Context: an optimization exercise on an open-source flow, tuned for small area and a short achievable clock period. The choices shown serve that exercise and are no tape-out recipe. Only simulation tests tie the RTL to the original design; equivalence was not proved.

==> design/flow/design.v <==
module LDL_crc32_d8 (
  input      [ 7:0] data,
  input      [31:0] crc_in,
  output reg [31:0] crc_out
);
always @(*) begin
    crc_out[0] = crc_in[24] ^ crc_in[30] ^ data[0] ^ data[6];
    crc_out[1] = crc_in[24] ^ crc_in[25] ^ crc_in[30] ^ crc_in[31] ^ data[0] ^ data[1] ^ data[6] ^ data[7];
    crc_out[2] = crc_in[24] ^ crc_in[25] ^ crc_in[26] ^ crc_in[30] ^ crc_in[31] ^ data[0] ^ data[1] ^ data[2] ^ data[6] ^ data[7];
    crc_out[3] = crc_in[25] ^ crc_in[26] ^ crc_in[27] ^ crc_in[31] ^ data[1] ^ data[2] ^ data[3] ^ data[7];
    crc_out[4] = crc_in[24] ^ crc_in[26] ^ crc_in[27] ^ crc_in[28] ^ crc_in[30] ^ data[0] ^ data[2] ^ data[3] ^ data[4] ^ data[6];
    crc_out[5] = crc_in[24] ^ crc_in[25] ^ crc_in[27] ^ crc_in[28] ^ crc_in[29] ^ crc_in[30] ^ crc_in[31] ^ data[0] ^ data[1] ^ data[3] ^ data[4] ^ data[5] ^ data[6] ^ data[7];
    crc_out[6] = crc_in[25] ^ crc_in[26] ^ crc_in[28] ^ crc_in[29] ^ crc_in[30] ^ crc_in[31] ^ data[1] ^ data[2] ^ data[4] ^ data[5] ^ data[6] ^ data[7];
    crc_out[7] = crc_in[24] ^ crc_in[26] ^ crc_in[27] ^ crc_in[29] ^ crc_in[31] ^ data[0] ^ data[2] ^ data[3] ^ data[5] ^ data[7];
    crc_out[8] = crc_in[0] ^ crc_in[24] ^ crc_in[25] ^ crc_in[27] ^ crc_in[28] ^ data[0] ^ data[1] ^ data[3] ^ data[4];
    crc_out[9] = crc_in[1] ^ crc_in[25] ^ crc_in[26] ^ crc_in[28] ^ crc_in[29] ^ data[1] ^ data[2] ^ data[4] ^ data[5];
    crc_out[10] = crc_in[2] ^ crc_in[24] ^ crc_in[26] ^ crc_in[27] ^ crc_in[29] ^ data[0] ^ data[2] ^ data[3] ^ data[5];
    crc_out[11] = crc_in[3] ^ crc_in[24] ^ crc_in[25] ^ crc_in[27] ^ crc_in[28] ^ data[0] ^ data[1] ^ data[3] ^ data[4];
    crc_out[12] = crc_in[4] ^ crc_in[24] ^ crc_in[25] ^ crc_in[26] ^ crc_in[28] ^ crc_in[29] ^ crc_in[30] ^ data[0] ^ data[1] ^ data[2] ^ data[4] ^ data[5] ^ data[6];
    crc_out[13] = crc_in[5] ^ crc_in[25] ^ crc_in[26] ^ crc_in[27] ^ crc_in[29] ^ crc_in[30] ^ crc_in[31] ^ data[1] ^ data[2] ^ data[3] ^ data[5] ^ data[6] ^ data[7];
    crc_out[14] = crc_in[6] ^ crc_in[26] ^ crc_in[27] ^ crc_in[28] ^ crc_in[30] ^ crc_in[31] ^ data[2] ^ data[3] ^ data[4] ^ data[6] ^ data[7];
    crc_out[15] = crc_in[7] ^ crc_in[27] ^ crc_in[28] ^ crc_in[29] ^ crc_in[31] ^ data[3] ^ data[4] ^ data[5] ^ data[7];
    crc_out[16] = crc_in[8] ^ crc_in[24] ^ crc_in[28] ^ crc_in[29] ^ data[0] ^ data[4] ^ data[5];
    crc_out[17] = crc_in[9] ^ crc_in[25] ^ crc_in[29] ^ crc_in[30] ^ data[1] ^ data[5] ^ data[6];
    crc_out[18] = crc_in[10] ^ crc_in[26] ^ crc_in[30] ^ crc_in[31] ^ data[2] ^ data[6] ^ data[7];
    crc_out[19] = crc_in[11] ^ crc_in[27] ^ crc_in[31] ^ data[3] ^ data[7];
    crc_out[20] = crc_in[12] ^ crc_in[28] ^ data[4];
    crc_out[21] = crc_in[13] ^ crc_in[29] ^ data[5];
    crc_out[22] = crc_in[14] ^ crc_in[24] ^ data[0];
    crc_out[23] = crc_in[15] ^ crc_in[24] ^ crc_in[25] ^ crc_in[30] ^ data[0] ^ data[1] ^ data[6];
    crc_out[24] = crc_in[16] ^ crc_in[25] ^ crc_in[26] ^ crc_in[31] ^ data[1] ^ data[2] ^ data[7];
    crc_out[25] = crc_in[17] ^ crc_in[26] ^ crc_in[27] ^ data[2] ^ data[3];
    crc_out[26] = crc_in[18] ^ crc_in[24] ^ crc_in[27] ^ crc_in[28] ^ crc_in[30] ^ data[0] ^ data[3] ^ data[4] ^ data[6];
    crc_out[27] = crc_in[19] ^ crc_in[25] ^ crc_in[28] ^ crc_in[29] ^ crc_in[31] ^ data[1] ^ data[4] ^ data[5] ^ data[7];
    crc_out[28] = crc_in[20] ^ crc_in[26] ^ crc_in[29] ^ crc_in[30] ^ data[2] ^ data[5] ^ data[6];
    crc_out[29] = crc_in[21] ^ crc_in[27] ^ crc_in[30] ^ crc_in[31] ^ data[3] ^ data[6] ^ data[7];
    crc_out[30] = crc_in[22] ^ crc_in[28] ^ crc_in[31] ^ data[4] ^ data[7];
    crc_out[31] = crc_in[23] ^ crc_in[29] ^ data[5];
end  
endmodule  
module LDL_crc32_dn
#(parameter
  NUM = 4
)(
  input  [NUM -1:0][7:0] data ,
  input  [$clog2(NUM) -1:0]  bnum,  
  input  [31:0]          crc_in,
  output [31:0]          crc_out
);
wire [NUM-1:0][ 7:0]  d_inv;
wire [NUM  :0][31:0]  connect;
generate
    genvar i;
    for (i=0; i<NUM; i++) begin  
        assign  d_inv[i] = {data[i][0], data[i][1], data[i][2], data[i][3],
                            data[i][4], data[i][5], data[i][6], data[i][7]};
        LDL_crc32_d8  crc32_d8 (
            .data                   ( d_inv[i]               ),  
            .crc_in                 ( connect[i+1]           ),  
            .crc_out                ( connect[i]             )   
        );
    end
endgenerate
assign  connect[NUM] = crc_in;
wire [$clog2(NUM) -1:0]  sel = (bnum == 0) ? 0 : (NUM - bnum);
assign  crc_out = connect[sel];
endmodule  
module LDL_crc32_dn_check #(parameter NUM = 16)(
  input  [8*NUM -1:0]        data,  
  input  [$clog2(NUM) -1:0]  bnum,  
  input         valid,
  input         eof  ,
  output reg    err  ,
  input         rst_n,
  input         clk
);
reg  [31:0] s;       
wire [15:0] en;      
assign en[0] = 1'b1;
assign en[1] = !eof || (bnum == 4'd0) || (bnum > 4'd1);
assign en[2] = !eof || (bnum == 4'd0) || (bnum > 4'd2);
assign en[3] = !eof || (bnum == 4'd0) || (bnum > 4'd3);
assign en[4] = !eof || (bnum == 4'd0) || (bnum > 4'd4);
assign en[5] = !eof || (bnum == 4'd0) || (bnum > 4'd5);
assign en[6] = !eof || (bnum == 4'd0) || (bnum > 4'd6);
assign en[7] = !eof || (bnum == 4'd0) || (bnum > 4'd7);
assign en[8] = !eof || (bnum == 4'd0) || (bnum > 4'd8);
assign en[9] = !eof || (bnum == 4'd0) || (bnum > 4'd9);
assign en[10] = !eof || (bnum == 4'd0) || (bnum > 4'd10);
assign en[11] = !eof || (bnum == 4'd0) || (bnum > 4'd11);
assign en[12] = !eof || (bnum == 4'd0) || (bnum > 4'd12);
assign en[13] = !eof || (bnum == 4'd0) || (bnum > 4'd13);
assign en[14] = !eof || (bnum == 4'd0) || (bnum > 4'd14);
assign en[15] = !eof || (bnum == 4'd0) || (bnum > 4'd15);
wire [931:0] t;
assign t[0] = (data[120] & en[0]) ^ s[0];
assign t[1] = (data[121] & en[0]) ^ s[1];
assign t[2] = (data[122] & en[0]) ^ s[2];
assign t[3] = (data[123] & en[0]) ^ s[3];
assign t[4] = (data[124] & en[0]) ^ s[4];
assign t[5] = (data[125] & en[0]) ^ s[5];
assign t[6] = (data[126] & en[0]) ^ s[6];
assign t[7] = (data[127] & en[0]) ^ s[7];
assign t[8] = (data[112] & en[1]) ^ s[8];
assign t[9] = (data[113] & en[1]) ^ s[9];
assign t[10] = (data[114] & en[1]) ^ s[10];
assign t[11] = (data[115] & en[1]) ^ s[11];
assign t[12] = (data[116] & en[1]) ^ s[12];
assign t[13] = (data[117] & en[1]) ^ s[13];
assign t[14] = (data[118] & en[1]) ^ s[14];
assign t[15] = (data[119] & en[1]) ^ s[15];
assign t[16] = (data[104] & en[2]) ^ s[16];
assign t[17] = (data[105] & en[2]) ^ s[17];
assign t[18] = (data[106] & en[2]) ^ s[18];
assign t[19] = (data[107] & en[2]) ^ s[19];
assign t[20] = (data[108] & en[2]) ^ s[20];
assign t[21] = (data[109] & en[2]) ^ s[21];
assign t[22] = (data[110] & en[2]) ^ s[22];
assign t[23] = (data[111] & en[2]) ^ s[23];
assign t[24] = (data[96] & en[3]) ^ s[24];
assign t[25] = (data[97] & en[3]) ^ s[25];
assign t[26] = (data[98] & en[3]) ^ s[26];
assign t[27] = (data[99] & en[3]) ^ s[27];
assign t[28] = (data[100] & en[3]) ^ s[28];
assign t[29] = (data[101] & en[3]) ^ s[29];
assign t[30] = (data[102] & en[3]) ^ s[30];
assign t[31] = (data[103] & en[3]) ^ s[31];
assign t[32] = (data[88] & en[4]);
assign t[33] = (data[89] & en[4]);
assign t[34] = (data[90] & en[4]);
assign t[35] = (data[91] & en[4]);
assign t[36] = (data[92] & en[4]);
assign t[37] = (data[93] & en[4]);
assign t[38] = (data[94] & en[4]);
assign t[39] = (data[95] & en[4]);
assign t[40] = (data[80] & en[5]);
assign t[41] = (data[81] & en[5]);
assign t[42] = (data[82] & en[5]);
assign t[43] = (data[83] & en[5]);
assign t[44] = (data[84] & en[5]);
assign t[45] = (data[85] & en[5]);
assign t[46] = (data[86] & en[5]);
assign t[47] = (data[87] & en[5]);
assign t[48] = (data[72] & en[6]);
assign t[49] = (data[73] & en[6]);
assign t[50] = (data[74] & en[6]);
assign t[51] = (data[75] & en[6]);
assign t[52] = (data[76] & en[6]);
assign t[53] = (data[77] & en[6]);
assign t[54] = (data[78] & en[6]);
assign t[55] = (data[79] & en[6]);
assign t[56] = (data[64] & en[7]);
assign t[57] = (data[65] & en[7]);
assign t[58] = (data[66] & en[7]);
assign t[59] = (data[67] & en[7]);
assign t[60] = (data[68] & en[7]);
assign t[61] = (data[69] & en[7]);
assign t[62] = (data[70] & en[7]);
assign t[63] = (data[71] & en[7]);
assign t[64] = (data[56] & en[8]);
assign t[65] = (data[57] & en[8]);
assign t[66] = (data[58] & en[8]);
assign t[67] = (data[59] & en[8]);
assign t[68] = (data[60] & en[8]);
assign t[69] = (data[61] & en[8]);
assign t[70] = (data[62] & en[8]);
assign t[71] = (data[63] & en[8]);
assign t[72] = (data[48] & en[9]);
assign t[73] = (data[49] & en[9]);
assign t[74] = (data[50] & en[9]);
assign t[75] = (data[51] & en[9]);
assign t[76] = (data[52] & en[9]);
assign t[77] = (data[53] & en[9]);
assign t[78] = (data[54] & en[9]);
assign t[79] = (data[55] & en[9]);
assign t[80] = (data[40] & en[10]);
assign t[81] = (data[41] & en[10]);
assign t[82] = (data[42] & en[10]);
assign t[83] = (data[43] & en[10]);
assign t[84] = (data[44] & en[10]);
assign t[85] = (data[45] & en[10]);
assign t[86] = (data[46] & en[10]);
assign t[87] = (data[47] & en[10]);
assign t[88] = (data[32] & en[11]);
assign t[89] = (data[33] & en[11]);
assign t[90] = (data[34] & en[11]);
assign t[91] = (data[35] & en[11]);
assign t[92] = (data[36] & en[11]);
assign t[93] = (data[37] & en[11]);
assign t[94] = (data[38] & en[11]);
assign t[95] = (data[39] & en[11]);
assign t[96] = (data[24] & en[12]);
assign t[97] = (data[25] & en[12]);
assign t[98] = (data[26] & en[12]);
assign t[99] = (data[27] & en[12]);
assign t[100] = (data[28] & en[12]);
assign t[101] = (data[29] & en[12]);
assign t[102] = (data[30] & en[12]);
assign t[103] = (data[31] & en[12]);
assign t[104] = (data[16] & en[13]);
assign t[105] = (data[17] & en[13]);
assign t[106] = (data[18] & en[13]);
assign t[107] = (data[19] & en[13]);
assign t[108] = (data[20] & en[13]);
assign t[109] = (data[21] & en[13]);
assign t[110] = (data[22] & en[13]);
assign t[111] = (data[23] & en[13]);
assign t[112] = (data[8] & en[14]);
assign t[113] = (data[9] & en[14]);
assign t[114] = (data[10] & en[14]);
assign t[115] = (data[11] & en[14]);
assign t[116] = (data[12] & en[14]);
assign t[117] = (data[13] & en[14]);
assign t[118] = (data[14] & en[14]);
assign t[119] = (data[15] & en[14]);
assign t[120] = (data[0] & en[15]);
assign t[121] = (data[1] & en[15]);
assign t[122] = (data[2] & en[15]);
assign t[123] = (data[3] & en[15]);
assign t[124] = (data[4] & en[15]);
assign t[125] = (data[5] & en[15]);
assign t[126] = (data[6] & en[15]);
assign t[127] = (data[7] & en[15]);
assign t[128] = t[5] ^ t[14];
assign t[129] = t[4] ^ t[33];
assign t[130] = t[6] ^ t[44];
assign t[131] = t[29] ^ t[75];
assign t[132] = t[7] ^ t[22];
assign t[133] = t[8] ^ t[37];
assign t[134] = t[47] ^ t[77];
assign t[135] = t[3] ^ t[76];
assign t[136] = t[67] ^ t[72];
assign t[137] = t[10] ^ t[96];
assign t[138] = t[83] ^ t[103];
assign t[139] = t[48] ^ t[121];
assign t[140] = t[24] ^ t[80];
assign t[141] = t[30] ^ t[68];
assign t[142] = t[12] ^ t[98];
assign t[143] = t[34] ^ t[128];
assign t[144] = t[32] ^ t[99];
assign t[145] = t[23] ^ t[39];
assign t[146] = t[16] ^ t[69];
assign t[147] = t[11] ^ t[45];
assign t[148] = t[71] ^ t[100];
assign t[149] = t[2] ^ t[118];
assign t[150] = t[15] ^ t[120];
assign t[151] = t[28] ^ t[74];
assign t[152] = t[27] ^ t[43];
assign t[153] = t[35] ^ t[36];
assign t[154] = t[17] ^ t[70];
assign t[155] = t[20] ^ t[135];
assign t[156] = t[101] ^ t[129];
assign t[157] = t[57] ^ t[130];
assign t[158] = t[26] ^ t[42];
assign t[159] = t[38] ^ t[108];
assign t[160] = t[9] ^ t[95];
assign t[161] = t[40] ^ t[110];
assign t[162] = t[51] ^ t[124];
assign t[163] = t[41] ^ t[46];
assign t[164] = t[21] ^ t[58];
assign t[165] = t[54] ^ t[127];
assign t[166] = t[94] ^ t[119];
assign t[167] = t[53] ^ t[126];
assign t[168] = t[52] ^ t[125];
assign t[169] = t[73] ^ t[102];
assign t[170] = t[19] ^ t[56];
assign t[171] = t[50] ^ t[123];
assign t[172] = t[49] ^ t[122];
assign t[173] = t[78] ^ t[132];
assign t[174] = t[62] ^ t[82];
assign t[175] = t[25] ^ t[81];
assign t[176] = t[18] ^ t[59];
assign t[177] = t[13] ^ t[79];
assign t[178] = t[1] ^ t[85];
assign t[179] = t[91] ^ t[131];
assign t[180] = t[115] ^ t[138];
assign t[181] = t[107] ^ t[133];
assign t[182] = t[106] ^ t[134];
assign t[183] = t[65] ^ t[136];
assign t[184] = t[84] ^ t[104];
assign t[185] = t[64] ^ t[66];
assign t[186] = t[60] ^ t[89];
assign t[187] = t[0] ^ t[97];
assign t[188] = t[90] ^ t[117];
assign t[189] = t[109] ^ t[145];
assign t[190] = t[105] ^ t[144];
assign t[191] = t[111] ^ t[140];
assign t[192] = t[92] ^ t[142];
assign t[193] = t[113] ^ t[157];
assign t[194] = t[31] ^ t[156];
assign t[195] = t[63] ^ t[86];
assign t[196] = t[112] ^ t[137];
assign t[197] = t[150] ^ t[151];
assign t[198] = t[61] ^ t[158];
assign t[199] = t[141] ^ t[166];
assign t[200] = t[143] ^ t[155];
assign t[201] = t[153] ^ t[173];
assign t[202] = t[87] ^ t[116];
assign t[203] = t[114] ^ t[167];
assign t[204] = t[139] ^ t[146];
assign t[205] = t[161] ^ t[163];
assign t[206] = t[148] ^ t[170];
assign t[207] = t[93] ^ t[149];
assign t[208] = t[164] ^ t[172];
assign t[209] = t[48] ^ t[184];
assign t[210] = t[147] ^ t[187];
assign t[211] = t[88] ^ t[159];
assign t[212] = t[154] ^ t[168];
assign t[213] = t[162] ^ t[190];
assign t[214] = t[55] ^ t[63];
assign t[215] = t[21] ^ t[177];
assign t[216] = t[140] ^ t[152];
assign t[217] = t[165] ^ t[174];
assign t[218] = t[31] ^ t[175];
assign t[219] = t[171] ^ t[176];
assign t[220] = t[169] ^ t[191];
assign t[221] = t[133] ^ t[179];
assign t[222] = t[66] ^ t[189];
assign t[223] = t[6] ^ t[103];
assign t[224] = t[23] ^ t[119];
assign t[225] = t[7] ^ t[88];
assign t[226] = t[8] ^ t[43];
assign t[227] = t[16] ^ t[73];
assign t[228] = t[53] ^ t[70];
assign t[229] = t[13] ^ t[38];
assign t[230] = t[69] ^ t[94];
assign t[231] = t[178] ^ t[188];
assign t[232] = t[15] ^ t[154];
assign t[233] = t[46] ^ t[139];
assign t[234] = t[30] ^ t[160];
assign t[235] = t[56] ^ t[142];
assign t[236] = t[71] ^ t[168];
assign t[237] = t[141] ^ t[165];
assign t[238] = t[185] ^ t[197];
assign t[239] = t[0] ^ t[192];
assign t[240] = t[178] ^ t[183];
assign t[241] = t[93] ^ t[209];
assign t[242] = t[67] ^ t[199];
assign t[243] = t[76] ^ t[203];
assign t[244] = t[143] ^ t[211];
assign t[245] = t[198] ^ t[217];
assign t[246] = t[196] ^ t[218];
assign t[247] = t[14] ^ t[180];
assign t[248] = t[182] ^ t[195];
assign t[249] = t[131] ^ t[213];
assign t[250] = t[17] ^ t[194];
assign t[251] = t[40] ^ t[220];
assign t[252] = t[84] ^ t[193];
assign t[253] = t[186] ^ t[222];
assign t[254] = t[11] ^ t[32];
assign t[255] = t[42] ^ t[89];
assign t[256] = t[96] ^ t[120];
assign t[257] = t[22] ^ t[100];
assign t[258] = t[39] ^ t[92];
assign t[259] = t[55] ^ t[123];
assign t[260] = t[80] ^ t[118];
assign t[261] = t[19] ^ t[26];
assign t[262] = t[36] ^ t[77];
assign t[263] = t[74] ^ t[116];
assign t[264] = t[105] ^ t[114];
assign t[265] = t[20] ^ t[52];
assign t[266] = t[102] ^ t[104];
assign t[267] = t[29] ^ t[91];
assign t[268] = t[62] ^ t[78];
assign t[269] = t[90] ^ t[127];
assign t[270] = t[32] ^ t[54];
assign t[271] = t[68] ^ t[99];
assign t[272] = t[25] ^ t[45];
assign t[273] = t[18] ^ t[47];
assign t[274] = t[79] ^ t[101];
assign t[275] = t[152] ^ t[162];
assign t[276] = t[28] ^ t[159];
assign t[277] = t[5] ^ t[146];
assign t[278] = t[128] ^ t[149];
assign t[279] = t[59] ^ t[226];
assign t[280] = t[160] ^ t[223];
assign t[281] = t[87] ^ t[153];
assign t[282] = t[135] ^ t[224];
assign t[283] = t[65] ^ t[130];
assign t[284] = t[98] ^ t[202];
assign t[285] = t[129] ^ t[150];
assign t[286] = t[64] ^ t[134];
assign t[287] = t[35] ^ t[177];
assign t[288] = t[57] ^ t[147];
assign t[289] = t[61] ^ t[169];
assign t[290] = t[126] ^ t[186];
assign t[291] = t[51] ^ t[167];
assign t[292] = t[33] ^ t[210];
assign t[293] = t[181] ^ t[267];
assign t[294] = t[181] ^ t[254];
assign t[295] = t[85] ^ t[183];
assign t[296] = t[235] ^ t[268];
assign t[297] = t[75] ^ t[206];
assign t[298] = t[137] ^ t[208];
assign t[299] = t[81] ^ t[231];
assign t[300] = t[109] ^ t[212];
assign t[301] = t[106] ^ t[205];
assign t[302] = t[112] ^ t[275];
assign t[303] = t[82] ^ t[182];
assign t[304] = t[204] ^ t[216];
assign t[305] = t[148] ^ t[205];
assign t[306] = t[227] ^ t[237];
assign t[307] = t[27] ^ t[181];
assign t[308] = t[136] ^ t[215];
assign t[309] = t[157] ^ t[225];
assign t[310] = t[200] ^ t[236];
assign t[311] = t[107] ^ t[238];
assign t[312] = t[163] ^ t[242];
assign t[313] = t[111] ^ t[221];
assign t[314] = t[191] ^ t[305];
assign t[315] = t[233] ^ t[248];
assign t[316] = t[201] ^ t[244];
assign t[317] = t[29] ^ t[60];
assign t[318] = t[86] ^ t[115];
assign t[319] = t[13] ^ t[49];
assign t[320] = t[41] ^ t[61];
assign t[321] = t[113] ^ t[125];
assign t[322] = t[1] ^ t[44];
assign t[323] = t[7] ^ t[58];
assign t[324] = t[3] ^ t[9];
assign t[325] = t[42] ^ t[47];
assign t[326] = t[77] ^ t[121];
assign t[327] = t[19] ^ t[69];
assign t[328] = t[4] ^ t[59];
assign t[329] = t[38] ^ t[88];
assign t[330] = t[93] ^ t[101];
assign t[331] = t[6] ^ t[86];
assign t[332] = t[23] ^ t[87];
assign t[333] = t[10] ^ t[95];
assign t[334] = t[11] ^ t[67];
assign t[335] = t[1] ^ t[50];
assign t[336] = t[34] ^ t[103];
assign t[337] = t[108] ^ t[124];
assign t[338] = t[24] ^ t[72];
assign t[339] = t[8] ^ t[122];
assign t[340] = t[36] ^ t[52];
assign t[341] = t[2] ^ t[99];
assign t[342] = t[72] ^ t[110];
assign t[343] = t[50] ^ t[95];
assign t[344] = t[79] ^ t[83];
assign t[345] = t[35] ^ t[105];
assign t[346] = t[40] ^ t[113];
assign t[347] = t[12] ^ t[97];
assign t[348] = t[97] ^ t[171];
assign t[349] = t[161] ^ t[264];
assign t[350] = t[164] ^ t[334];
assign t[351] = t[214] ^ t[263];
assign t[352] = t[3] ^ t[228];
assign t[353] = t[147] ^ t[273];
assign t[354] = t[151] ^ t[188];
assign t[355] = t[18] ^ t[145];
assign t[356] = t[134] ^ t[255];
assign t[357] = t[169] ^ t[176];
assign t[358] = t[174] ^ t[323];
assign t[359] = t[73] ^ t[160];
assign t[360] = t[33] ^ t[262];
assign t[361] = t[195] ^ t[230];
assign t[362] = t[100] ^ t[266];
assign t[363] = t[16] ^ t[274];
assign t[364] = t[138] ^ t[265];
assign t[365] = t[28] ^ t[185];
assign t[366] = t[170] ^ t[345];
assign t[367] = t[132] ^ t[320];
assign t[368] = t[118] ^ t[139];
assign t[369] = t[175] ^ t[269];
assign t[370] = t[87] ^ t[270];
assign t[371] = t[76] ^ t[132];
assign t[372] = t[25] ^ t[151];
assign t[373] = t[144] ^ t[322];
assign t[374] = t[26] ^ t[230];
assign t[375] = t[111] ^ t[214];
assign t[376] = t[166] ^ t[344];
assign t[377] = t[114] ^ t[256];
assign t[378] = t[24] ^ t[288];
assign t[379] = t[207] ^ t[229];
assign t[380] = t[62] ^ t[203];
assign t[381] = t[208] ^ t[281];
assign t[382] = t[278] ^ t[332];
assign t[383] = t[232] ^ t[363];
assign t[384] = t[138] ^ t[179];
assign t[385] = t[192] ^ t[287];
assign t[386] = t[210] ^ t[234];
assign t[387] = t[51] ^ t[179];
assign t[388] = t[15] ^ t[199];
assign t[389] = t[161] ^ t[359];
assign t[390] = t[46] ^ t[207];
assign t[391] = t[180] ^ t[352];
assign t[392] = t[182] ^ t[188];
assign t[393] = t[80] ^ t[289];
assign t[394] = t[156] ^ t[347];
assign t[395] = t[286] ^ t[374];
assign t[396] = t[102] ^ t[284];
assign t[397] = t[71] ^ t[282];
assign t[398] = t[196] ^ t[360];
assign t[399] = t[172] ^ t[216];
assign t[400] = t[189] ^ t[198];
assign t[401] = t[215] ^ t[280];
assign t[402] = t[143] ^ t[257];
assign t[403] = t[212] ^ t[365];
assign t[404] = t[146] ^ t[209];
assign t[405] = t[155] ^ t[271];
assign t[406] = t[58] ^ t[219];
assign t[407] = t[155] ^ t[372];
assign t[408] = t[65] ^ t[351];
assign t[409] = t[41] ^ t[197];
assign t[410] = t[90] ^ t[276];
assign t[411] = t[279] ^ t[325];
assign t[412] = t[192] ^ t[349];
assign t[413] = t[258] ^ t[290];
assign t[414] = t[175] ^ t[190];
assign t[415] = t[145] ^ t[204];
assign t[416] = t[125] ^ t[309];
assign t[417] = t[18] ^ t[298];
assign t[418] = t[241] ^ t[260];
assign t[419] = t[246] ^ t[330];
assign t[420] = t[229] ^ t[239];
assign t[421] = t[60] ^ t[296];
assign t[422] = t[243] ^ t[306];
assign t[423] = t[194] ^ t[377];
assign t[424] = t[239] ^ t[240];
assign t[425] = t[297] ^ t[379];
assign t[426] = t[70] ^ t[245];
assign t[427] = t[300] ^ t[326];
assign t[428] = t[194] ^ t[404];
assign t[429] = t[172] ^ t[303];
assign t[430] = t[202] ^ t[213];
assign t[431] = t[240] ^ t[393];
assign t[432] = t[219] ^ t[396];
assign t[433] = t[201] ^ t[283];
assign t[434] = t[261] ^ t[295];
assign t[435] = t[183] ^ t[391];
assign t[436] = t[246] ^ t[292];
assign t[437] = t[158] ^ t[201];
assign t[438] = t[64] ^ t[304];
assign t[439] = t[200] ^ t[307];
assign t[440] = t[241] ^ t[299];
assign t[441] = t[141] ^ t[193];
assign t[442] = t[308] ^ t[386];
assign t[443] = t[301] ^ t[318];
assign t[444] = t[173] ^ t[380];
assign t[445] = t[17] ^ t[247];
assign t[446] = t[68] ^ t[193];
assign t[447] = t[98] ^ t[251];
assign t[448] = t[250] ^ t[446];
assign t[449] = t[137] ^ t[250];
assign t[450] = t[285] ^ t[314];
assign t[451] = t[131] ^ t[310];
assign t[452] = t[253] ^ t[418];
assign t[453] = t[78] ^ t[439];
assign t[454] = t[316] ^ t[401];
assign t[455] = t[117] ^ t[249];
assign t[456] = t[0] ^ t[311];
assign t[457] = t[149] ^ t[312];
assign t[458] = t[252] ^ t[291];
assign t[459] = t[315] ^ t[381];
assign t[460] = t[144] ^ t[313];
assign t[461] = t[252] ^ t[272];
assign t[462] = t[184] ^ t[273];
assign t[463] = t[324] ^ t[232];
assign t[464] = t[289] ^ t[373];
assign t[465] = t[462] ^ t[384];
assign t[466] = t[399] ^ t[402];
assign t[467] = t[408] ^ t[463];
assign t[468] = t[464] ^ t[421];
assign t[469] = t[436] ^ t[465];
assign t[470] = t[466] ^ t[467];
assign t[471] = t[457] ^ t[468];
assign t[472] = t[469] ^ t[470];
assign t[473] = t[471] ^ t[472];
assign t[474] = t[2] ^ t[46];
assign t[475] = t[63] ^ t[117];
assign t[476] = t[174] ^ t[178];
assign t[477] = t[333] ^ t[336];
assign t[478] = t[474] ^ t[475];
assign t[479] = t[198] ^ t[282];
assign t[480] = t[348] ^ t[353];
assign t[481] = t[476] ^ t[477];
assign t[482] = t[478] ^ t[238];
assign t[483] = t[297] ^ t[385];
assign t[484] = t[414] ^ t[479];
assign t[485] = t[480] ^ t[481];
assign t[486] = t[428] ^ t[441];
assign t[487] = t[482] ^ t[483];
assign t[488] = t[484] ^ t[485];
assign t[489] = t[486] ^ t[487];
assign t[490] = t[488] ^ t[489];
assign t[491] = t[83] ^ t[142];
assign t[492] = t[153] ^ t[154];
assign t[493] = t[319] ^ t[288];
assign t[494] = t[358] ^ t[362];
assign t[495] = t[491] ^ t[492];
assign t[496] = t[200] ^ t[248];
assign t[497] = t[390] ^ t[493];
assign t[498] = t[494] ^ t[495];
assign t[499] = t[249] ^ t[423];
assign t[500] = t[434] ^ t[438];
assign t[501] = t[496] ^ t[497];
assign t[502] = t[498] ^ t[499];
assign t[503] = t[500] ^ t[501];
assign t[504] = t[502] ^ t[503];
assign t[505] = t[13] ^ t[50];
assign t[506] = t[84] ^ t[148];
assign t[507] = t[505] ^ t[180];
assign t[508] = t[283] ^ t[357];
assign t[509] = t[506] ^ t[388];
assign t[510] = t[394] ^ t[403];
assign t[511] = t[414] ^ t[507];
assign t[512] = t[508] ^ t[509];
assign t[513] = t[510] ^ t[511];
assign t[514] = t[453] ^ t[459];
assign t[515] = t[512] ^ t[513];
assign t[516] = t[514] ^ t[515];
assign t[517] = t[37] ^ t[45];
assign t[518] = t[148] ^ t[317];
assign t[519] = t[517] ^ t[291];
assign t[520] = t[518] ^ t[519];
assign t[521] = t[428] ^ t[429];
assign t[522] = t[432] ^ t[434];
assign t[523] = t[520] ^ t[454];
assign t[524] = t[456] ^ t[521];
assign t[525] = t[522] ^ t[523];
assign t[526] = t[524] ^ t[525];
assign t[527] = t[19] ^ t[49];
assign t[528] = t[104] ^ t[137];
assign t[529] = t[171] ^ t[331];
assign t[530] = t[527] ^ t[233];
assign t[531] = t[237] ^ t[364];
assign t[532] = t[528] ^ t[529];
assign t[533] = t[307] ^ t[383];
assign t[534] = t[530] ^ t[531];
assign t[535] = t[532] ^ t[253];
assign t[536] = t[316] ^ t[431];
assign t[537] = t[533] ^ t[534];
assign t[538] = t[455] ^ t[535];
assign t[539] = t[536] ^ t[537];
assign t[540] = t[538] ^ t[539];
assign t[541] = t[21] ^ t[146];
assign t[542] = t[152] ^ t[195];
assign t[543] = t[228] ^ t[272];
assign t[544] = t[335] ^ t[196];
assign t[545] = t[235] ^ t[376];
assign t[546] = t[541] ^ t[542];
assign t[547] = t[543] ^ t[221];
assign t[548] = t[301] ^ t[410];
assign t[549] = t[544] ^ t[545];
assign t[550] = t[546] ^ t[253];
assign t[551] = t[310] ^ t[430];
assign t[552] = t[433] ^ t[547];
assign t[553] = t[548] ^ t[549];
assign t[554] = t[550] ^ t[551];
assign t[555] = t[552] ^ t[553];
assign t[556] = t[554] ^ t[555];
assign t[557] = t[54] ^ t[92];
assign t[558] = t[329] ^ t[341];
assign t[559] = t[557] ^ t[281];
assign t[560] = t[371] ^ t[558];
assign t[561] = t[293] ^ t[392];
assign t[562] = t[400] ^ t[403];
assign t[563] = t[559] ^ t[560];
assign t[564] = t[442] ^ t[561];
assign t[565] = t[562] ^ t[563];
assign t[566] = t[450] ^ t[458];
assign t[567] = t[564] ^ t[565];
assign t[568] = t[566] ^ t[567];
assign t[569] = t[45] ^ t[55];
assign t[570] = t[58] ^ t[152];
assign t[571] = t[324] ^ t[340];
assign t[572] = t[569] ^ t[355];
assign t[573] = t[356] ^ t[368];
assign t[574] = t[570] ^ t[571];
assign t[575] = t[244] ^ t[293];
assign t[576] = t[306] ^ t[572];
assign t[577] = t[573] ^ t[574];
assign t[578] = t[314] ^ t[419];
assign t[579] = t[424] ^ t[444];
assign t[580] = t[575] ^ t[576];
assign t[581] = t[577] ^ t[578];
assign t[582] = t[579] ^ t[580];
assign t[583] = t[581] ^ t[582];
assign t[584] = t[27] ^ t[45];
assign t[585] = t[96] ^ t[116];
assign t[586] = t[176] ^ t[327];
assign t[587] = t[331] ^ t[346];
assign t[588] = t[584] ^ t[585];
assign t[589] = t[156] ^ t[586];
assign t[590] = t[587] ^ t[588];
assign t[591] = t[245] ^ t[385];
assign t[592] = t[402] ^ t[410];
assign t[593] = t[589] ^ t[590];
assign t[594] = t[313] ^ t[435];
assign t[595] = t[591] ^ t[592];
assign t[596] = t[593] ^ t[452];
assign t[597] = t[594] ^ t[595];
assign t[598] = t[596] ^ t[597];
assign t[599] = t[103] ^ t[122];
assign t[600] = t[599] ^ t[231];
assign t[601] = t[353] ^ t[370];
assign t[602] = t[222] ^ t[407];
assign t[603] = t[412] ^ t[600];
assign t[604] = t[601] ^ t[425];
assign t[605] = t[433] ^ t[602];
assign t[606] = t[603] ^ t[449];
assign t[607] = t[604] ^ t[605];
assign t[608] = t[606] ^ t[607];
assign t[609] = t[48] ^ t[66];
assign t[610] = t[166] ^ t[225];
assign t[611] = t[259] ^ t[261];
assign t[612] = t[262] ^ t[266];
assign t[613] = t[609] ^ t[207];
assign t[614] = t[355] ^ t[610];
assign t[615] = t[611] ^ t[612];
assign t[616] = t[200] ^ t[308];
assign t[617] = t[378] ^ t[394];
assign t[618] = t[613] ^ t[614];
assign t[619] = t[615] ^ t[443];
assign t[620] = t[616] ^ t[617];
assign t[621] = t[618] ^ t[460];
assign t[622] = t[619] ^ t[620];
assign t[623] = t[621] ^ t[622];
assign t[624] = t[25] ^ t[49];
assign t[625] = t[112] ^ t[124];
assign t[626] = t[164] ^ t[202];
assign t[627] = t[257] ^ t[624];
assign t[628] = t[625] ^ t[280];
assign t[629] = t[285] ^ t[356];
assign t[630] = t[366] ^ t[626];
assign t[631] = t[627] ^ t[628];
assign t[632] = t[629] ^ t[630];
assign t[633] = t[251] ^ t[312];
assign t[634] = t[420] ^ t[631];
assign t[635] = t[632] ^ t[453];
assign t[636] = t[633] ^ t[634];
assign t[637] = t[635] ^ t[636];
assign t[638] = t[20] ^ t[43];
assign t[639] = t[57] ^ t[104];
assign t[640] = t[158] ^ t[271];
assign t[641] = t[321] ^ t[328];
assign t[642] = t[335] ^ t[638];
assign t[643] = t[639] ^ t[640];
assign t[644] = t[641] ^ t[642];
assign t[645] = t[392] ^ t[409];
assign t[646] = t[415] ^ t[643];
assign t[647] = t[644] ^ t[419];
assign t[648] = t[645] ^ t[646];
assign t[649] = t[454] ^ t[647];
assign t[650] = t[648] ^ t[649];
assign t[651] = t[79] ^ t[82];
assign t[652] = t[94] ^ t[97];
assign t[653] = t[130] ^ t[264];
assign t[654] = t[346] ^ t[651];
assign t[655] = t[652] ^ t[189];
assign t[656] = t[232] ^ t[278];
assign t[657] = t[290] ^ t[362];
assign t[658] = t[653] ^ t[654];
assign t[659] = t[294] ^ t[298];
assign t[660] = t[304] ^ t[387];
assign t[661] = t[655] ^ t[656];
assign t[662] = t[657] ^ t[658];
assign t[663] = t[437] ^ t[659];
assign t[664] = t[660] ^ t[661];
assign t[665] = t[662] ^ t[663];
assign t[666] = t[664] ^ t[665];
assign t[667] = t[106] ^ t[130];
assign t[668] = t[133] ^ t[340];
assign t[669] = t[180] ^ t[219];
assign t[670] = t[234] ^ t[276];
assign t[671] = t[367] ^ t[369];
assign t[672] = t[667] ^ t[668];
assign t[673] = t[292] ^ t[383];
assign t[674] = t[397] ^ t[399];
assign t[675] = t[412] ^ t[669];
assign t[676] = t[670] ^ t[671];
assign t[677] = t[672] ^ t[673];
assign t[678] = t[674] ^ t[675];
assign t[679] = t[676] ^ t[677];
assign t[680] = t[678] ^ t[679];
assign t[681] = t[128] ^ t[129];
assign t[682] = t[227] ^ t[173];
assign t[683] = t[197] ^ t[199];
assign t[684] = t[348] ^ t[375];
assign t[685] = t[681] ^ t[294];
assign t[686] = t[302] ^ t[400];
assign t[687] = t[682] ^ t[683];
assign t[688] = t[684] ^ t[425];
assign t[689] = t[429] ^ t[435];
assign t[690] = t[685] ^ t[686];
assign t[691] = t[687] ^ t[688];
assign t[692] = t[689] ^ t[690];
assign t[693] = t[691] ^ t[692];
assign t[694] = t[8] ^ t[54];
assign t[695] = t[116] ^ t[159];
assign t[696] = t[171] ^ t[184];
assign t[697] = t[338] ^ t[694];
assign t[698] = t[376] ^ t[695];
assign t[699] = t[696] ^ t[697];
assign t[700] = t[296] ^ t[302];
assign t[701] = t[389] ^ t[415];
assign t[702] = t[698] ^ t[699];
assign t[703] = t[311] ^ t[700];
assign t[704] = t[701] ^ t[702];
assign t[705] = t[448] ^ t[451];
assign t[706] = t[703] ^ t[704];
assign t[707] = t[705] ^ t[706];
assign t[708] = t[4] ^ t[7];
assign t[709] = t[34] ^ t[39];
assign t[710] = t[108] ^ t[214];
assign t[711] = t[708] ^ t[709];
assign t[712] = t[234] ^ t[277];
assign t[713] = t[287] ^ t[710];
assign t[714] = t[711] ^ t[243];
assign t[715] = t[295] ^ t[409];
assign t[716] = t[712] ^ t[713];
assign t[717] = t[251] ^ t[417];
assign t[718] = t[427] ^ t[714];
assign t[719] = t[715] ^ t[716];
assign t[720] = t[455] ^ t[461];
assign t[721] = t[717] ^ t[718];
assign t[722] = t[719] ^ t[720];
assign t[723] = t[721] ^ t[722];
assign t[724] = t[74] ^ t[85];
assign t[725] = t[128] ^ t[131];
assign t[726] = t[185] ^ t[223];
assign t[727] = t[260] ^ t[339];
assign t[728] = t[724] ^ t[206];
assign t[729] = t[725] ^ t[726];
assign t[730] = t[727] ^ t[406];
assign t[731] = t[728] ^ t[729];
assign t[732] = t[422] ^ t[427];
assign t[733] = t[436] ^ t[437];
assign t[734] = t[443] ^ t[730];
assign t[735] = t[731] ^ t[732];
assign t[736] = t[733] ^ t[734];
assign t[737] = t[735] ^ t[736];
assign t[738] = t[49] ^ t[59];
assign t[739] = t[123] ^ t[132];
assign t[740] = t[162] ^ t[167];
assign t[741] = t[274] ^ t[342];
assign t[742] = t[738] ^ t[180];
assign t[743] = t[206] ^ t[361];
assign t[744] = t[739] ^ t[740];
assign t[745] = t[741] ^ t[220];
assign t[746] = t[293] ^ t[382];
assign t[747] = t[398] ^ t[405];
assign t[748] = t[742] ^ t[743];
assign t[749] = t[744] ^ t[426];
assign t[750] = t[745] ^ t[746];
assign t[751] = t[747] ^ t[748];
assign t[752] = t[461] ^ t[749];
assign t[753] = t[750] ^ t[751];
assign t[754] = t[752] ^ t[753];
assign t[755] = t[20] ^ t[56];
assign t[756] = t[114] ^ t[124];
assign t[757] = t[165] ^ t[343];
assign t[758] = t[755] ^ t[756];
assign t[759] = t[211] ^ t[236];
assign t[760] = t[367] ^ t[757];
assign t[761] = t[758] ^ t[382];
assign t[762] = t[395] ^ t[759];
assign t[763] = t[760] ^ t[417];
assign t[764] = t[424] ^ t[761];
assign t[765] = t[762] ^ t[448];
assign t[766] = t[460] ^ t[763];
assign t[767] = t[764] ^ t[765];
assign t[768] = t[766] ^ t[767];
assign t[769] = t[61] ^ t[136];
assign t[770] = t[163] ^ t[170];
assign t[771] = t[171] ^ t[263];
assign t[772] = t[333] ^ t[208];
assign t[773] = t[218] ^ t[361];
assign t[774] = t[769] ^ t[770];
assign t[775] = t[771] ^ t[243];
assign t[776] = t[387] ^ t[411];
assign t[777] = t[772] ^ t[773];
assign t[778] = t[774] ^ t[416];
assign t[779] = t[420] ^ t[445];
assign t[780] = t[775] ^ t[776];
assign t[781] = t[777] ^ t[452];
assign t[782] = t[778] ^ t[779];
assign t[783] = t[780] ^ t[781];
assign t[784] = t[782] ^ t[783];
assign t[785] = t[14] ^ t[15];
assign t[786] = t[44] ^ t[75];
assign t[787] = t[96] ^ t[115];
assign t[788] = t[226] ^ t[265];
assign t[789] = t[319] ^ t[785];
assign t[790] = t[786] ^ t[787];
assign t[791] = t[286] ^ t[371];
assign t[792] = t[788] ^ t[789];
assign t[793] = t[790] ^ t[242];
assign t[794] = t[378] ^ t[389];
assign t[795] = t[406] ^ t[413];
assign t[796] = t[791] ^ t[792];
assign t[797] = t[426] ^ t[430];
assign t[798] = t[440] ^ t[793];
assign t[799] = t[794] ^ t[795];
assign t[800] = t[796] ^ t[797];
assign t[801] = t[798] ^ t[799];
assign t[802] = t[800] ^ t[801];
assign t[803] = t[22] ^ t[30];
assign t[804] = t[53] ^ t[86];
assign t[805] = t[88] ^ t[112];
assign t[806] = t[120] ^ t[127];
assign t[807] = t[170] ^ t[176];
assign t[808] = t[336] ^ t[339];
assign t[809] = t[343] ^ t[803];
assign t[810] = t[804] ^ t[805];
assign t[811] = t[806] ^ t[212];
assign t[812] = t[277] ^ t[350];
assign t[813] = t[807] ^ t[808];
assign t[814] = t[809] ^ t[810];
assign t[815] = t[303] ^ t[397];
assign t[816] = t[811] ^ t[812];
assign t[817] = t[813] ^ t[814];
assign t[818] = t[249] ^ t[440];
assign t[819] = t[815] ^ t[816];
assign t[820] = t[817] ^ t[447];
assign t[821] = t[818] ^ t[819];
assign t[822] = t[820] ^ t[821];
assign t[823] = t[10] ^ t[89];
assign t[824] = t[107] ^ t[122];
assign t[825] = t[150] ^ t[152];
assign t[826] = t[174] ^ t[224];
assign t[827] = t[259] ^ t[270];
assign t[828] = t[328] ^ t[823];
assign t[829] = t[824] ^ t[210];
assign t[830] = t[284] ^ t[366];
assign t[831] = t[825] ^ t[826];
assign t[832] = t[827] ^ t[828];
assign t[833] = t[829] ^ t[830];
assign t[834] = t[831] ^ t[832];
assign t[835] = t[315] ^ t[431];
assign t[836] = t[833] ^ t[834];
assign t[837] = t[451] ^ t[458];
assign t[838] = t[835] ^ t[836];
assign t[839] = t[837] ^ t[838];
assign t[840] = t[5] ^ t[129];
assign t[841] = t[147] ^ t[259];
assign t[842] = t[337] ^ t[338];
assign t[843] = t[341] ^ t[364];
assign t[844] = t[840] ^ t[841];
assign t[845] = t[842] ^ t[299];
assign t[846] = t[309] ^ t[843];
assign t[847] = t[844] ^ t[421];
assign t[848] = t[422] ^ t[845];
assign t[849] = t[846] ^ t[456];
assign t[850] = t[459] ^ t[847];
assign t[851] = t[848] ^ t[849];
assign t[852] = t[850] ^ t[851];
assign t[853] = t[9] ^ t[41];
assign t[854] = t[81] ^ t[86];
assign t[855] = t[109] ^ t[164];
assign t[856] = t[177] ^ t[186];
assign t[857] = t[187] ^ t[228];
assign t[858] = t[337] ^ t[853];
assign t[859] = t[854] ^ t[217];
assign t[860] = t[855] ^ t[856];
assign t[861] = t[857] ^ t[858];
assign t[862] = t[247] ^ t[294];
assign t[863] = t[388] ^ t[398];
assign t[864] = t[859] ^ t[860];
assign t[865] = t[861] ^ t[416];
assign t[866] = t[432] ^ t[438];
assign t[867] = t[862] ^ t[863];
assign t[868] = t[864] ^ t[865];
assign t[869] = t[866] ^ t[867];
assign t[870] = t[868] ^ t[869];
assign t[871] = t[3] ^ t[24];
assign t[872] = t[47] ^ t[95];
assign t[873] = t[109] ^ t[110];
assign t[874] = t[126] ^ t[255];
assign t[875] = t[256] ^ t[321];
assign t[876] = t[871] ^ t[872];
assign t[877] = t[873] ^ t[206];
assign t[878] = t[211] ^ t[277];
assign t[879] = t[354] ^ t[357];
assign t[880] = t[358] ^ t[370];
assign t[881] = t[874] ^ t[875];
assign t[882] = t[876] ^ t[221];
assign t[883] = t[302] ^ t[877];
assign t[884] = t[878] ^ t[879];
assign t[885] = t[880] ^ t[881];
assign t[886] = t[882] ^ t[883];
assign t[887] = t[884] ^ t[885];
assign t[888] = t[457] ^ t[886];
assign t[889] = t[887] ^ t[888];
assign t[890] = t[119] ^ t[160];
assign t[891] = t[187] ^ t[269];
assign t[892] = t[327] ^ t[329];
assign t[893] = t[342] ^ t[368];
assign t[894] = t[375] ^ t[890];
assign t[895] = t[891] ^ t[892];
assign t[896] = t[300] ^ t[384];
assign t[897] = t[407] ^ t[411];
assign t[898] = t[413] ^ t[893];
assign t[899] = t[894] ^ t[895];
assign t[900] = t[423] ^ t[441];
assign t[901] = t[896] ^ t[897];
assign t[902] = t[898] ^ t[899];
assign t[903] = t[900] ^ t[901];
assign t[904] = t[902] ^ t[903];
assign t[905] = t[12] ^ t[27];
assign t[906] = t[89] ^ t[139];
assign t[907] = t[258] ^ t[905];
assign t[908] = t[207] ^ t[350];
assign t[909] = t[369] ^ t[906];
assign t[910] = t[907] ^ t[395];
assign t[911] = t[405] ^ t[408];
assign t[912] = t[908] ^ t[909];
assign t[913] = t[444] ^ t[445];
assign t[914] = t[910] ^ t[911];
assign t[915] = t[912] ^ t[450];
assign t[916] = t[913] ^ t[914];
assign t[917] = t[915] ^ t[916];
assign t[918] = t[23] ^ t[55];
assign t[919] = t[77] ^ t[185];
assign t[920] = t[317] ^ t[918];
assign t[921] = t[204] ^ t[279];
assign t[922] = t[354] ^ t[373];
assign t[923] = t[919] ^ t[920];
assign t[924] = t[245] ^ t[247];
assign t[925] = t[390] ^ t[921];
assign t[926] = t[922] ^ t[923];
assign t[927] = t[442] ^ t[924];
assign t[928] = t[925] ^ t[926];
assign t[929] = t[447] ^ t[449];
assign t[930] = t[927] ^ t[928];
assign t[931] = t[929] ^ t[930];
wire [31:0] y = {t[931], t[917], t[904], t[889], t[870], t[852], t[839], t[822], t[802], t[784], t[768], t[754], t[737], t[723], t[707], t[693], t[680], t[666], t[650], t[637], t[623], t[608], t[598], t[583], t[568], t[556], t[540], t[526], t[516], t[504], t[490], t[473]};
reg [31:0] kres;    
always @(*) begin
    case (bnum)
    4'd1: kres = 32'h25f73690;
    4'd2: kres = 32'h98e430b2;
    4'd3: kres = 32'h36100e42;
    4'd4: kres = 32'h1344b4aa;
    4'd5: kres = 32'h282cfc18;
    4'd6: kres = 32'h2e448638;
    4'd7: kres = 32'hf08bb97d;
    4'd8: kres = 32'h842a3990;
    4'd9: kres = 32'h94784e13;
    4'd10: kres = 32'h1c759789;
    4'd11: kres = 32'h19f6eb51;
    4'd12: kres = 32'h9add2096;
    4'd13: kres = 32'h62932081;
    4'd14: kres = 32'h4e3d5e5c;
    4'd15: kres = 32'h39dd08e2;
    default: kres = 32'hdebb20e3;
    endcase
end
always @(posedge clk) begin
    if (!rst_n) begin
        s   <= '1;
        err <= 1'b0;
    end else if (valid) begin
        s   <= eof ? '1 : y;
        err <= eof && (y != kres);
    end else
        err <= 1'b0;
end
endmodule
==> design/flow/run.sh <==
#!/bin/bash
# synth_recipe.tcl (not shown) runs the flow's synth.tcl, then flattens the netlist and writes it again
# the make line also repeats each setting of config.mk as NAME=value (left out here)
make -C /OpenROAD-flow-scripts/flow DESIGN_CONFIG=/design/flow/config.mk WORK_HOME=/design/flow/orfs CLKGATE_MAP_FILE= SYNTH_SCRIPT=/design/flow/synth_recipe.tcl finish
==> design/flow/config.mk <==
export PLATFORM = sky130hd
export DESIGN_NAME = LDL_crc32_dn_check
export DESIGN_NICKNAME = LDL_crc32_dn_check
export VERILOG_FILES = /design/flow/design.v
export SDC_FILE = /design/flow/constraint.sdc
export NUM_CORES = 4
export LEC_CHECK = 0
export CAP_MARGIN = 20
export CORE_MARGIN = 2
export CORE_UTILIZATION = 40
export SLEW_MARGIN = 20
==> design/flow/constraint.sdc <==
create_clock -name core_clock -period 24.0 [get_ports {clk}]
set_input_delay 4.8000 -clock core_clock [delete_from_list [all_inputs] [get_ports {clk}]]
set_output_delay 4.8000 -clock core_clock [all_outputs]
set_load 0.01 [all_outputs]
==> metrics.md <==
| Metric | Value |
|---|---|
| Reg2Reg Capture Point | err |
| PostCTS Resize Cnt | 0 |
| Number of top-level pins | 137 |
| Vias | 12100 |
| Largest net degree at the start of global routing | 92 |
| Grt ovf | 0 |
| Post-synthesis async set-or-reset flop share | 0% |
| Starting Density | 40.4% |
| Cell count after synthesis | ~1500 |
| RSZ-0062 raised after global routing | false |
| Sequential element share of the synthesized area | 4.89% |
| Clock sinks | 33 |
| Avg WL per Cell | 36.2 um |
| Max Used Layer | met4 |
| WHS | 504 ps |
| Clk_skew | 5.60 ps |
| First-pass iteration count of the detailed router | 5 |
| Layout fillers | 3270 |
| Yosys cell types | just under 80 |
| DR WL met3 | 8560 um |
| F_max | 87.7 MHz |
| FF-to-FF setup slack | 18740 ps |
| Clock Root Buffer | clkbuf_16 |
| Worst path cell trace | clkdlybuf4s50_1, inv_1, ha_1, buf_4, or3b_1, buf_4, a31oi_1, xnor2_1, xor3_1, xor3_1, xnor3_1, xnor3_1, xnor2_1, nor4b_2, nand4_1, nor4_1, a41oi_1 |
| CP max FO | 34 |
| Mean post-synth cell area | 9.12 um2 |
| Startpoint of the worst hold path | s[1] |
| Final wirelength | 73800 um |
| Hold EP | s[1] |
| First-pass GRT wire length | 98300 um |
| WS Path Type | input pin to flop |
| Area Growth Syn to Fin | 15.4% |
| Antenna-violating nets left | 0 |
| Final Hold Vio Count | 0 |
| Fin. max-slew vios | 0 |
| Synth area leaders | xnor2_1 28%, xnor3_1 21%, xor2_1 13% |
| Final Wtd Congestion | 1.11 |
| Antenna Cells | 0 |
| CTS buffer count | 5 |
| Die Width | 188 um |
| Clock buffer depth | 2 |
| Synth warnings | 1 |
| FF-to-FF path depth | 12 |
| Tot GR Track Use | between 40% and 50% |
| Syn nets | 1624 |
| MaxCap Viol Count | 0 |
| Nets | 1728 |
| Hold Crit Class | flop to flop |
| Iter 0 DRT Violations | roughly 1800 |
| Area leader, netlist | xnor2_1 |
| Ratio of cells with drive above 1 in the final layout | 6.24% |
| Vias per cell | 5.97 |
| Crit path capture type | flop |
| Worst slew pin tran | 1280 ps |
| Met1 wire length | 30200 um |
| RR Startpoint | s[5] |
| Synthesized area | 13500 um2 |
| Worst-path clk slew | 60 ps |
| Initial antenna violation count | 1 |
| Met2 WL post-DR | 30900 um |
| Post-synthesis register bit count | 33 |
| Final setup violation count | 0 |
| Die height | 188 um |
| Post-synth EDFFs | 0 |
| Final Critical Period | 11400 ps |
| Hold Path Depth | 2 |
| Post-CTS Hold Buffers | 0 |
| Synth Flop Type | dfxtp_1 |
| Die area | 35300 um2 |
| Port Buffers | 136 |
| Crit path largest cell delay | around 1100 ps |
| Worst path slowest cell | xnor2_1 |
| Post-CTS Setup Inserts | 0 |
| Final worst path period share | 47.5% |
| Relative slew slack | 14.3% |
| Clock Latency Late Sink | 300 ps |
| Core region area | 33400 um2 |
| Synth top area share | 27.7% |
| Row count | 67 |
| DRC Markers | 0 |
| Crit path launch type | input pin |
| Outcome | no timing/DRC/antenna violations |
| Critical Path AT | 11550 ps |
| Number of global-route vias before repair | around 12000 |
| Htree depth | 2 |
| Dpl hpwl | 63800 um |
| Setup_tns | 0 ps |
| Worst path required time | 24150 ps |
| CTS tree | done |
==> sequential cells by signal, indices dropped and copies added, names as in the netlist <==
name  cells
err       1
s        32
==> synth_stat cells, types with 3 or more instances <==
master,number
and2_1,8
nand2b_1,18
nor2_1,30
xnor2_2,4
dfxtp_1,33
o31ai_2,3
a211oi_1,6
nor2b_1,5
nand2_1,140
o221ai_1,5
a21oi_1,44
a221oi_1,3
o31a_1,3
clkbuf_1,42
ha_1,6
xor3_1,26
and3_1,6
o31ai_1,9
nand3b_1,3
nand3_1,16
buf_6,4
a31oi_1,28
xor2_1,198
o21ai_1,13
mux2i_1,12
nand4_1,6
o21ai_0,64
inv_1,32
xnor2_1,428
o22ai_1,3
nor3b_1,4
a21boi_0,9
a31oi_2,4
nor3_1,13
xnor3_1,126
a21boi_1,7
buf_2,23
o211ai_1,9
a22oi_1,15
xor2_2,6
buf_1,15
==> per-stage QoR <==
| stage | cells | instance area, um2 | setup slack, ps | utilization (%) |
|---|---|---|---|---|
| finish | 2035 | 15600 | 12600 | 46.6 |
| global route | 2035 | 15600 | 12490 | 46.6 |
| CTS | 2035 | 15600 | 12900 | 46.6 |
| detailed placement | 2027 | 15400 | 12590 | 46.1 |
| global placement | 2026 | 15400 | 12550 | 46.1 |
| floorplan | 1482 | 13500 | 14640 | - |
==> placed cells by master, fill, tap and decap left out, types with 15 or more instances in the layout <==
cell             instances
clkdlybuf4s50_1        132
nor2_1                  30
buf_4                   45
xnor2_1                425
xor3_1                  26
inv_1                   32
xor2_1                 197
a21oi_1                 44
dfxtp_1                 33
xnor3_1                126
nand3_1                 16
nand2b_1                18
o21ai_0                 64
a22oi_1                 15
a31oi_1                 28
nand2_1                140
==> layer usage <==
layer / up-vias / global-route usage, %
li1: 5185 / -
met1: 5991 / 56.6
met2: 823 / 61.1
met3: 146 / 10.7
met4: 0 / 18.7
met5: - / 0
==> worst max-delay path, delay by kind of cell <==
family | cells | cell delay (ps)
adders and majority gates | 1 | 250
and+or+nand+nor | 4 | 890
buffers and inverters | 4 | 1800
AOI/OAI and AO/OA | 2 | 480
xor gates and xnor gates | 6 | 3300
==> cell type report <==
type / instances / area [um2] / share of cell area [%]
clock buffers: 5 / 125 / 0.802
clock inverters: 3 / 46.3 / 0.297
inverters: 33 / 124 / 0.794
multi-input cells: 1332 / 12400 / 79.5
flip-flops and latches: 33 / 661 / 4.23
well taps: 448 / 561 / 3.59
repair buffers: 181 / 1680 / 10.8
==> worst max-delay path by stage <==
| stage | start | to | cells after the start |
|---|---|---|---|
| detailed placement | bnum[1] | err | 17 |
| CTS | bnum[1] | err | 17 |
| global route | bnum[1] | err | 17 |
| finish | bnum[1] | err | 17 |
| global placement | bnum[1] | err | 17 |
| floorplan | bnum[1] | err | 18 |
==> cell families after synthesis <==
group	synth area share, %
AOI/OAI and AO/OA	12.3
xor gates and xnor gates	67.9
adders and majority gates	0.555
buffers and inverters	3.68
DFF	4.89
muxes	0.972
and+or+nand+nor	9.69

## static timing again, ports no longer ideal
Ports are ideal in the flow. The routed layout listed here was re-timed in OpenROAD.
Step 1 assumes that a clkbuf_16 drives the clock port and a buf_2 every other input.
Step 2 moves the port delays by t, midway between the first and last clock arrival at a register: inputs arrive t later, outputs are due t later. That takes back most of the time a late clock gives input paths.
Slacks: ideal ports / drivers / drivers and shift; pairs: ideal ports / drivers.
t, ns: 0.324
setup WS [ns]: 12.600 / 12.608 / 12.284
worst data-port slew with drivers (ns): 0.08
After both steps this run still meets setup and hold. The setup slack of this run moves by +0.008 ns with the drivers and by -0.316 ns with both steps.
